This design comes from an exercise in tuning for small area and a short achievable clock period on the open sky130 flow, not from production work. The RTL was checked by simulation tests, not by an equivalence proof against the original design.

build 6:
// project3Top
module project3Top(CLOCK_50, SW, KEY, LED, HEX0, HEX1, HEX2, HEX3, HEX4, HEX5);
	input        CLOCK_50;
	input  [9:0] SW;
	input  [2:0] KEY;
	output [9:0] LED;
	output [6:0] HEX0, HEX1, HEX2, HEX3, HEX4, HEX5;
	wire        reset;
	wire [3:0]  push_num;
	reg  [23:0] num;      
	reg         mode;     
	reg  [3:0]  ks;       
	reg  [11:0] y;        
	assign reset = KEY[1];
	SW2dec F1 (.switches(SW), .dec(push_num), .leds(LED));
	seven_seg_driver S0(num[3:0],HEX0);
	seven_seg_driver S1(num[7:4],HEX1);
	seven_seg_driver S2(num[11:8],HEX2);
	seven_seg_driver S3(num[15:12],HEX3);
	seven_seg_driver S4(num[19:16],HEX4);
	seven_seg_driver S5(num[23:20],HEX5);
	wire push = ks[3];
	wire sqrt = ks[1];
	wire [1:0] push_next = {ks[2] & KEY[2], ~ks[3] & ~KEY[2]};
	wire [1:0] sqrt_next = {ks[0] & KEY[0], ~ks[1] & ~KEY[0]};
	wire [15:0] diff;
	wire        b1, b3;
	newton F2 (.r(num[15:0]), .y(y), .d(diff), .b1(b1), .b3(b3));
	wire [3:0] ph = ks;
	wire sub   = (ph == 4'd2) | (ph == 4'd4) | (ph == 4'd6);
	wire ge    = (ph == 4'd2) ? ~b1 : (~b3 | ((ph == 4'd6) & num[16]));
	wire take  = mode & sub & ge;
	wire rot   = (ph <= 4'd5);
	wire outd  = (ph >= 4'd9) & (ph <= 4'd11);
	wire ysh   = (ph == 4'd1) | (ph == 4'd3) | (ph == 4'd5) | (ph == 4'd9) | (ph == 4'd10);
	wire done  = (ph == 4'd12);
	wire shift = ~mode ? (push & ~sqrt & (num[23:20] == 4'd0)) : (~take & ~done);
	wire [3:0] qd, top_bcd;
	qdig Q (.u({y[11], y[10:8]}), .c(qd));
	conv C (.c(num[23:20]), .d(top_bcd));
	wire [3:0] ins = ~mode ? push_num : rot ? top_bcd : outd ? qd : 4'd0;
	always @(posedge CLOCK_50 or negedge reset) begin
		if (reset == 1'b0) begin
			mode <= 1'b0;
			ks   <= 4'd0;
			num  <= 24'h000000;
		end else begin
			if (~mode) begin
				if (sqrt) begin
					mode <= 1'b1;
					ks   <= 4'd0;
				end else
					ks <= {push_next, sqrt_next};
			end else if (~take & ~done)
				ks <= ks + 4'd1;
			if (shift)
  ...
Size: about 360 cells after synthesis, ~41 flip-flops, about 66 I/O pins, ~2600 um2 of cells after synthesis.
clock: 120.0 ns
lec_check: 0
abc_clock_period_in_ps: 120000
cap_margin: 20
core_margin: 2
core_utilization: 40
setup_slack_margin: 5
slew_margin: 20
standard.sh (not shown) runs the stock make flow with config.mk's settings and CLKGATE_MAP_FILE= SYNTH_SCRIPT=/design/flow/synth_recipe.tcl, a recipe that flattens the netlist after the stock synthesis.
==> flow/flow/run.sh <==
#!/bin/bash
# Own layout flow: the standard ORFS flow, with these changes:
#  - synthesis maps logic with ABC scripts of our own (flow/abc_pass.tcl):
#    delay-oriented for the SW -> LED cone, area-oriented for the rest,
#    and without the half/full-adder cell extraction;
#  - the port buffers are buf_1 cells;
#  - clock tree synthesis adds no dummy loads.
# Registers, floorplan, power grid, CTS and routing are the standard flow's.
set -euo pipefail
W=$(pwd)
F=$W/flow

# ORFS's synth.tcl, with its abc call replaced by flow/abc_pass.tcl
sed 's#^\( *\)log_cmd abc {\*}$abc_args#\1set ::own_flow_dir '"$F"'\n\1source '"$F"'/abc_pass.tcl#' \
  "$FLOW_HOME/scripts/synth.tcl" > "$W/own_synth.tcl"
grep -q "abc_pass.tcl" "$W/own_synth.tcl"
sed 's#source \$::env(SCRIPTS_DIR)/synth.tcl#source '"$W"'/own_synth.tcl#' "$W/synth_recipe.tcl" > "$W/own_synth_recipe.tcl"
grep -q own_synth.tcl "$W/own_synth_recipe.tcl"

bash "$W/standard.sh" ADDER_MAP_FILE= SYNTH_SCRIPT="$W/own_synth_recipe.tcl" \
  "BUFFER_PORTS_ARGS=-buffer_cell sky130_fd_sc_hd__buf_1" \
  "CTS_ARGS=-sink_clustering_enable -repair_clock_nets -dont_use_dummy_load" finish > "$W/orfs_flow.log" 2>&1
==> flow/flow/abc.script <==
strash
&get -n
&deepsyn -J 200 -T 200
&put
dch -f
amap
topo
==> flow/flow/abc_fast.script <==
strash
dch -f
map {D}
topo
buffer -p
upsize {D}
dnsize {D}
==> flow/flow/abc_pass.tcl <==
# Replaces ORFS's single abc call (sourced from own_synth.tcl).
# The LED outputs' cone (combinational from SW, the paths that set the
# achieved period) gets a delay-oriented mapping; the rest an area one.
set fast_args [lreplace $abc_args 1 1 $::own_flow_dir/abc_fast.script]
set i [lsearch -exact $fast_args -D]
if {$i >= 0} { set fast_args [lreplace $fast_args $i [expr {$i+1}]] }
lappend fast_args -D 100
log_cmd abc {*}$fast_args w:LED %ci*
set abc_args [lreplace $abc_args 1 1 $::own_flow_dir/abc.script]
log_cmd abc {*}$abc_args
Build 6: done, clean on timing, DRC and antenna
For build 55, these inputs were changed with respect to build 6:
diff --git a/flow/flow/run.sh b/flow/flow/run.sh
--- a/flow/flow/run.sh
+++ b/flow/flow/run.sh
@@ -22 +22 @@
-  "CTS_ARGS=-sink_clustering_enable -repair_clock_nets -dont_use_dummy_load" finish > "$W/orfs_flow.log" 2>&1
+  "CTS_ARGS=-buf_list sky130_fd_sc_hd__clkbuf_8 -root_buf sky130_fd_sc_hd__clkbuf_4 -sink_clustering_enable -sink_clustering_max_diameter 100 -repair_clock_nets -dont_use_dummy_load" finish > "$W/orfs_flow.log" 2>&1
### Flow results
Diff build 55..build 6 | clock-buffer cell count | unchanged
First-pass GRT wire length of build 6 is on par with build 55.
Looking at build 6 and build 55, the count of fill cells added during filler insertion is a wash.
Input changes introduced in build 71 (baseline for comparison: build 55):
diff --git a/flow/flow/run.sh b/flow/flow/run.sh
--- a/flow/flow/run.sh
+++ b/flow/flow/run.sh
@@ -8 +8 @@
-# Registers, floorplan, power grid, CTS and routing are the standard flow's.
+# Registers, floorplan, power grid, placement and routing are the standard flow's.
@@ -22 +22 @@
-  "CTS_ARGS=-buf_list sky130_fd_sc_hd__clkbuf_8 -root_buf sky130_fd_sc_hd__clkbuf_4 -sink_clustering_enable -sink_clustering_max_diameter 100 -repair_clock_nets -dont_use_dummy_load" finish > "$W/orfs_flow.log" 2>&1
+  "CTS_ARGS=-sink_clustering_enable -repair_clock_nets -dont_use_dummy_load" finish > "$W/orfs_flow.log" 2>&1
==> flow/flow/abc.script <==
strash
&get -n
&deepsyn -J 1000
&put
dch -f
amap
topo
Against build 55 as the reference, build 71 delivers a lower clock insertion delay at the later pin of the skew report. The horizontal die dimension on build 71 is in line with that on build 55. Compared with build 55, build 71 shows a length in cells of the worst reg-to-reg path that is 3 lower. Build 71 gives more final-layout fill cell count than build 55 did. Any difference in portion of the clock cycle consumed by the worst path in the final layout between build 55 and build 71 is small enough to ignore. Taking build 55 as the reference point, the number of distinct library cells after synthesis of build 71 rises by 1. Summary: with build 55 as the reference, final wirelength in build 71 moved up by a few percent.
> inputs changed (build 71 -> build 49)
diff --git a/flow/flow/run.sh b/flow/flow/run.sh
--- a/flow/flow/run.sh
+++ b/flow/flow/run.sh
@@ -8 +8 @@
-# Registers, floorplan, power grid, placement and routing are the standard flow's.
+# Registers, floorplan, power grid, CTS and routing are the standard flow's.
@@ -22 +22 @@
-  "CTS_ARGS=-sink_clustering_enable -repair_clock_nets -dont_use_dummy_load" finish > "$W/orfs_flow.log" 2>&1
+  "CTS_ARGS=-buf_list sky130_fd_sc_hd__clkbuf_4 -root_buf sky130_fd_sc_hd__clkbuf_4 -sink_clustering_enable -sink_clustering_size 10 -repair_clock_nets -dont_use_dummy_load" finish > "$W/orfs_flow.log" 2>&1
==> flow/flow/abc.script <==
strash
&get -n
&deepsyn -J 200 -T 200
&put
dch -f
amap
topo
### Flow results
Build 49 went all the way through synthesis, placement and routing and the layout is clean on timing, DRC and antenna. Build 71 closes out successfully: all stages finished, all timing, DRC and antenna checks passed. Between build 49 and build 71, the number of nets in the layout does not differ in any meaningful way. Build 49 has total wire length below what build 71 had. Changes observed in build 49 relative to build 71: initial antenna violation count closely matched the old numbers; number of non-filler instances in the completed layout closely matched the old numbers. STATUS area of all placed cells without fillers: build 49 wins against build 71. Between build 49 and build 71, it is build 49 whose worst hold-check slack is lower, by 0.013 ns. Setup slack of the worst register-to-register path: build 49 vs build 71 down 1.17 ns. Number of H-tree levels: build 49 vs build 71 — no meaningful difference.

========
## before
Another version of the RTL of project3Top (not shown whole).
Size in the first run: about 66 I/O pins, ~2900 sq um of cells after synthesis.
// project3Top
module project3Top(CLOCK_50, SW, KEY, LED, HEX0, HEX1, HEX2, HEX3, HEX4, HEX5);
Settings: LEC_CHECK=0, ABC_CLOCK_PERIOD_IN_PS=120000, CAP_MARGIN=20, CORE_MARGIN=2, CORE_UTILIZATION=40, SETUP_SLACK_MARGIN=5, SLEW_MARGIN=20; clock period 120.0 ns.
==> flow/flow/run.sh <==
#!/bin/bash
# Own layout flow: the standard ORFS flow, with two changes:
#  - synthesis maps logic with an area-oriented ABC script (flow/abc.script)
#    and without the half/full-adder cell extraction;
#  - the port buffers are buf_1 cells.
# Everything else (registers, floorplan, power grid, CTS, routing) is standard.
set -euo pipefail
W=$(pwd)
F=$W/flow

# ORFS's synth.tcl, with the abc call pointed at our script
sed 's#^\( *\)log_cmd abc {\*}$abc_args#\1set abc_args [lreplace $abc_args 1 1 '"$F"'/abc.script]\n\1log_cmd abc {*}$abc_args#' \
  "$FLOW_HOME/scripts/synth.tcl" > "$W/own_synth.tcl"
grep -q "$F/abc.script" "$W/own_synth.tcl"
sed 's#source \$::env(SCRIPTS_DIR)/synth.tcl#source '"$W"'/own_synth.tcl#' "$W/synth_recipe.tcl" > "$W/own_synth_recipe.tcl"
grep -q own_synth.tcl "$W/own_synth_recipe.tcl"

bash "$W/standard.sh" ADDER_MAP_FILE= SYNTH_SCRIPT="$W/own_synth_recipe.tcl" \
  "BUFFER_PORTS_ARGS=-buffer_cell sky130_fd_sc_hd__buf_1" finish > "$W/orfs_flow.log" 2>&1
==> flow/flow/abc.script <==
strash
&get -n
&deepsyn -T 30
&put
dch -f
map -a
topo
--- input diff before..after ---
==> flow/run.sh (new file) <==
#!/bin/bash
# synth_recipe.tcl (not shown) runs the flow's synth.tcl, then flattens the netlist and writes it again
# the make line also repeats each setting of config.mk as NAME=value (left out here)
make -C /OpenROAD-flow-scripts/flow DESIGN_CONFIG=/design/flow/config.mk WORK_HOME=/design/flow/orfs CLKGATE_MAP_FILE= SYNTH_SCRIPT=/design/flow/synth_recipe.tcl finish
removed: flow/flow/run.sh
removed: flow/flow/abc.script
removed: flow/standard.sh
==> notes.md <==
Summary of after over before: critical path data arrival time climbed 1.02 ns; number of port buffers about even. [diff] worst setup slack, after relative to before: regression. Core area on after is up relative to before. Between after and before, the difference in final hold slack is negligible. The number of fillers in the final layout of after is higher than that of before. Met1 track utilization from global routing (higher): before. Timing endpoint of the critical path = LED[9]: before; timing endpoint of the critical path = LED[5]: after. Reported for after and before, TritonCTS sink count turned out identical to the last digit.

[port drivers added, routing unchanged]
The results above use ideal ports. As a check the final layouts listed here were re-extracted and re-timed, cells and wires unchanged.
Step 1 (the two cells are an assumption about what drives the block):
set clk [get_ports {CLOCK_50}]
set_driving_cell -lib_cell sky130_fd_sc_hd__clkbuf_16 $clk
set_driving_cell -lib_cell sky130_fd_sc_hd__buf_2 [delete_from_list [all_inputs] $clk]
Step 2, shift: input delay + t, output delay - t, t = (earliest + latest rising clock arrival at the registers) / 2. This alone moves slack from input paths to output paths.
Slacks: no drivers / after step 1 / after step 2; pairs: no drivers / after step 1.
run	t, ns	slack for setup (ns)	worst hold slack (ns)
build 6	0.321	70.930 / 70.910 / 70.910	0.508 / 0.508 / 0.508
build 55	0.377	70.930 / 70.910 / 70.910	0.513 / 0.513 / 0.513
build 71	0.323	70.870 / 70.850 / 70.850	0.527 / 0.527 / 0.527
build 49	0.377	70.930 / 70.910 / 70.910	0.513 / 0.513 / 0.513
before	0.323	70.618 / 70.597 / 70.597	0.439 / 0.439 / 0.439
after	0.344	69.604 / 69.582 / 69.582	0.438 / 0.438 / 0.438
After both steps setup and hold are still met in every run listed. The setup slack of after, which loses most, moves by -0.022 ns with the drivers and by -0.022 ns with both steps.
